Context: an optimization exercise on an open-source flow, tuned for small area and a short achievable clock period. The choices shown serve that exercise and are no tape-out recipe.
The RTL was checked by simulation tests, not by an equivalence proof against the original design.

$ cat flow/run.sh
#!/bin/bash
# synth_recipe.tcl (not shown) runs the flow's synth.tcl, then flattens the netlist and writes it again
# the make line also repeats each setting of config.mk as NAME=value (left out here)
make -C /OpenROAD-flow-scripts/flow DESIGN_CONFIG=/design/flow/config.mk WORK_HOME=/design/flow/orfs CLKGATE_MAP_FILE= SYNTH_SCRIPT=/design/flow/synth_recipe.tcl finish
$ cat flow/config.mk
export PLATFORM = sky130hd
export DESIGN_NAME = ParzenWindow_NP
export DESIGN_NICKNAME = ParzenWindow_NP
export VERILOG_FILES = /design/flow/design.v
export SDC_FILE = /design/flow/constraint.sdc
export NUM_CORES = 4
export LEC_CHECK = 0
export CAP_MARGIN = 20
export CORE_MARGIN = 2
export CORE_UTILIZATION = 40
export SLEW_MARGIN = 20
$ cat flow/constraint.sdc
create_clock -name core_clock -period 16.0 [get_ports {clk_i}]
set_input_delay 3.2000 -clock core_clock [delete_from_list [all_inputs] [get_ports {clk_i}]]
set_output_delay 3.2000 -clock core_clock [all_outputs]
set_load 0.01 [all_outputs]
$ cat flow/design.v
`default_nettype none
module ParzenWindow_NP #(
    parameter WINDOW_SIZE_POW2 = 10,
    parameter INTERNAL_FRAC = 16,
    parameter OUTPUT_INT = 10, 
    parameter OUTPUT_FRAC = 16
) (
    input logic clk_i,
    input logic rst_i,
    input logic[WINDOW_SIZE_POW2-1:0] tri_i,
    output logic[OUTPUT_INT+OUTPUT_FRAC-1:0] win_o
);
localparam B_INT = WINDOW_SIZE_POW2;
localparam B2_INT = B_INT + B_INT;
localparam B3_INT = B2_INT + B_INT;
localparam B_SCALE_INT = B_INT + 3;
localparam B_FRAC = INTERNAL_FRAC;
localparam B2_FRAC = B_FRAC + B_FRAC;
localparam B3_FRAC = B2_FRAC + B_FRAC;
localparam B_SCALE_FRAC = B_FRAC;
logic[B_INT-1:-B_FRAC] abs_n;
logic[B_INT-1:-B_FRAC] b;
logic[B2_INT-1:-B2_FRAC] b2;
logic[B3_INT-1:-B3_FRAC] b3;
logic[B_SCALE_INT-1:-B_SCALE_FRAC] c6b1;
logic[B_SCALE_INT-1:-B_SCALE_FRAC] c6b2;
logic[B_SCALE_INT-1:-B_SCALE_FRAC] c6b3;
logic[B_SCALE_INT-1:-B_SCALE_FRAC] c2b3;
logic[B_INT-1:-B_FRAC] one_constant;
logic[B_INT-1:-B_FRAC] two_constant;
logic[B_INT-1:-B_FRAC] f1;
logic[B_INT-1:-B_FRAC] f2;
assign abs_n[B_INT-1:0] = tri_i;
assign abs_n[-1:-B_FRAC] = '0;
assign b = abs_n >> (WINDOW_SIZE_POW2-1);
assign b2 = b*b; 
assign b3 = b2*b; 
assign c6b1 = b*6;
assign c6b2 = b2[B_INT-1:-B_FRAC]*6;
assign c6b3 = b3[B_INT-1:-B_FRAC]*6;
assign c2b3 = b3[B_INT-1:-B_FRAC]*2;
assign one_constant[B_INT-1:0] = 1;
assign one_constant[-1:-B_FRAC] = '0;
assign two_constant[B_INT-1:0] = 2;
assign two_constant[-1:-B_FRAC] = '0;
assign f1 = one_constant - c6b2 + c6b3;
assign f2 = two_constant - c6b1 + c6b2 - c2b3;
always_ff @(posedge clk_i) begin
    if (rst_i == 1'b0) begin
        win_o <= '0;
    end else begin
        if (tri_i[WINDOW_SIZE_POW2-1:WINDOW_SIZE_POW2-2] > 0) begin
            win_o <= f1;
        end else begin
            win_o <= f2;
        end
    end
end
endmodule
==> notes.md <==
[worst min path at each step]
| stage | from | end | cells past startpoint |
|---|---|---|---|
| floorplan | rst_i | win_o[9] | 2 |
| global placement | win_o[8] | win_o[8] | 1 |
| detailed placement | win_o[14] | win_o[14] | 1 |
| CTS | rst_i | win_o[18] | 3 |
| global route | rst_i | win_o[18] | 3 |
| finish | rst_i | win_o[18] | 3 |
[cell families (layout without fill, tap and decap cells)]
kind of cell | Yosys count | after routing
multiplexers | 5 | 5
XOR/XNOR | 133 | 133
other | 1 | 1
AND/OR/NAND/NOR | 522 | 522
AO/OA/AOI/OAI | 316 | 316
flip-flops | 23 | 23
adder cells (fa/ha/maj) | 414 | 414
buffers and inverters | 332 | 485
[synthesized netlist by cell type, types with 16 or more instances]
cell type,n
a21o_1,39
a21oi_1,88
and2_1,107
clkbuf_1,45
dfxtp_1,23
fa_1,192
ha_1,222
inv_1,274
nand2_1,174
nand3_1,24
nor2_1,88
nor3_1,27
o21ai_0,56
o21bai_1,16
xnor2_1,87
xor2_1,43
[critical path: cells and delay by family]
family / cells / cell delay, ps
adder cells (fa/ha/maj): 15 / 6240
buffers and inverters: 13 / 1960
AO/OA/AOI/OAI: 11 / 2490
XOR/XNOR: 3 / 570
AND/OR/NAND/NOR: 7 / 1190
[routing by layer]
layer  GRT usage  vias to the layer above  wire, um  part of all wire
met5           0                        -         0                 0
met1      0.2761                     5876     17770              0.48
li1            -                     6056         -                 -
met4     0.03449                        0       665             0.018
met3    0.003835                       43       930             0.025
met2      0.3549                      216     17930              0.48
[metrics by stage]
stage,util,hold WS [ps]
finish,0.4710,3687
CTS,0.4596,3689
global route,0.4710,3709
detailed placement,0.4565,3934
global placement,0.4565,3934
floorplan,-,3391
[final cells by class]
cell class	instances	area, um2
multi-input combinational	1391	12910
timing repair buffer	202	1630
tap	461	576.8
clock inverter	1	5.005
fill	3517	18770
sequential	23	460.4
inverter	279	1050
clock buffer	3	75.07
[timing repair]
item / in CTS / in global routing
endpoints found under the setup margin: 4 / 8
hold buffers: 0 / 0
pin swaps: 0 / 22
setup buffers: 0 / 15
gates resized for setup: 6 / 69
==> reports/results.txt <==
Status: complete, no violations
Hold Crit Class: in -> reg
Dominant synthesized flop cell: dfxtp_1
Largest cells by area after synthesis: fa_1 27%, ha_1 19%, inv_1 7.2%
Slowest CP cell: fa_1
Sequential element share of the synthesized area: 0.03207
Worst-Margin Slew: 819.5 ps
Number of CTS-inserted buffers: 3
CTS tree: built
HPWL after detailed placement: 32160 um
Layout Cells excl Fill: 2360
Most frequent cells in the layout: 273 x inv_1, 219 x ha_1, 192 x fa_1
Multiplexer share of the synthesized area: 0.003573
Main combinational cell family by area after synthesis: adder cells
1st-pass router iterations: 5
DIE AREA: 0.03742 mm2
Synthesized instance count: 1746
CP max FO: 9
Synth Area in Adders: 0.4612
Ys async rst share: 0
Root Driver: clkbuf_16
Regs by FF count: win_o x23
Final Worst Setup Slack: 484.8 ps
Clock Path Buffers: 2
GR Overflow Total: 0
Design area: 0.01671 mm2
Row count: 69
Clock Sinks: 23
Max-cap violation count: 0
Number of global-route vias before repair: 12636
Xor/xnor share of the synthesized area: 0.08349
Via Count: 12191
CP peak stage delay: 550 ps
Synth-to-layout area growth: 16.40%
Setup CP Type: in -> reg
ANT nets after route: 0
Chip width: 193.5 um
Setup TNS Final: 0 ps
Ant diodes: 0
GPL Wtd Cong: 0.9207
Placed Instances: 2341
Die Ht: 193.5 um
Post-synthesis compound-gate area fraction: 0.1456
Placed Area: 0.01620 mm2
Yosys warning count: 1
Tmin final: 15520 ps
CORE AREA: 0.03548 mm2
Simple-gate share of the synthesized area: 0.1847
Max Clk Rate: 64.45 MHz
Max reg flops: 23
Max-Slew Margin vs Limit: 0.4525
Initial DRC Count: 571
Dpl ws: -486.1 ps
Setup crit start kind: primary input
Fraction of layout cells with a size suffix above 1: 0.1301
Synth area leader: fa_1
#FFs+latches synth: 23
Overall Global Routing Usage: 0.1999
Routed WL: 37300 um
Worst setup path startpoint: tri_i[4]
Final setup viols: 0
Worst Path Arrival: 15650 ps
Clock-pin slew on the worst setup and hold paths: 60 ps
Final Slew Violations: 0
Most common cell after layout, fill and taps aside: inv_1
Cell area after synthesis: 0.01436 mm2
IO Pins: 38
Initial antenna violation count: 0
Final Hold Violating Endpoints: 0
Required @ worst endpoint: 16140 ps
Average wire per standard cell: 15.81 um
Vias/cell: 5.166
Period utilization: 0.9697
Worst Setup EP: win_o[20]
Most used cell, CP: fa_1
Post-synth EDFFs: 0
Largest net degree at the start of global routing: 29
Syn avg cell area: 8.223 um2
First-pass GRT wire length: 61970 um
Share of the synthesized area in the top cell type: 0.2677
Register bank with the most flops: win_o
Htree depth: 1
Crit path capture type: flip-flop
Syn_nets: 2172
Initial Utilization: 0.4046
Port Buf Inserts: 36
Nets: 2326
Netlist cell types: 89
DRC: 0

## what the ideal ports hide
Ports are ideal in the flow. The routed layout listed here was re-timed in OpenROAD.
Step 1 (the two cells are an assumption about what drives the block):
set clk [get_ports {clk_i}]
set_driving_cell -lib_cell sky130_fd_sc_hd__clkbuf_16 $clk
set_driving_cell -lib_cell sky130_fd_sc_hd__buf_2 [delete_from_list [all_inputs] $clk]
Step 2, shift: input delay + t, output delay - t, t = (earliest + latest rising clock arrival at the registers) / 2. This alone moves slack from input paths to output paths.
Three values: ideal ports, drivers, drivers and shift; two values: the first two.
shift t [ns]: 0.289
slack for setup (ns): 0.485 / 0.481 / 0.192
clock arrival spread, ns: 0.006 / 0.006
worst register clock-pin slew, ns: 0.06 / 0.06
After both steps setup and hold are still met in this run. For this run, drivers alone change the setup slack by -0.004 ns; drivers and shift together by -0.293 ns.
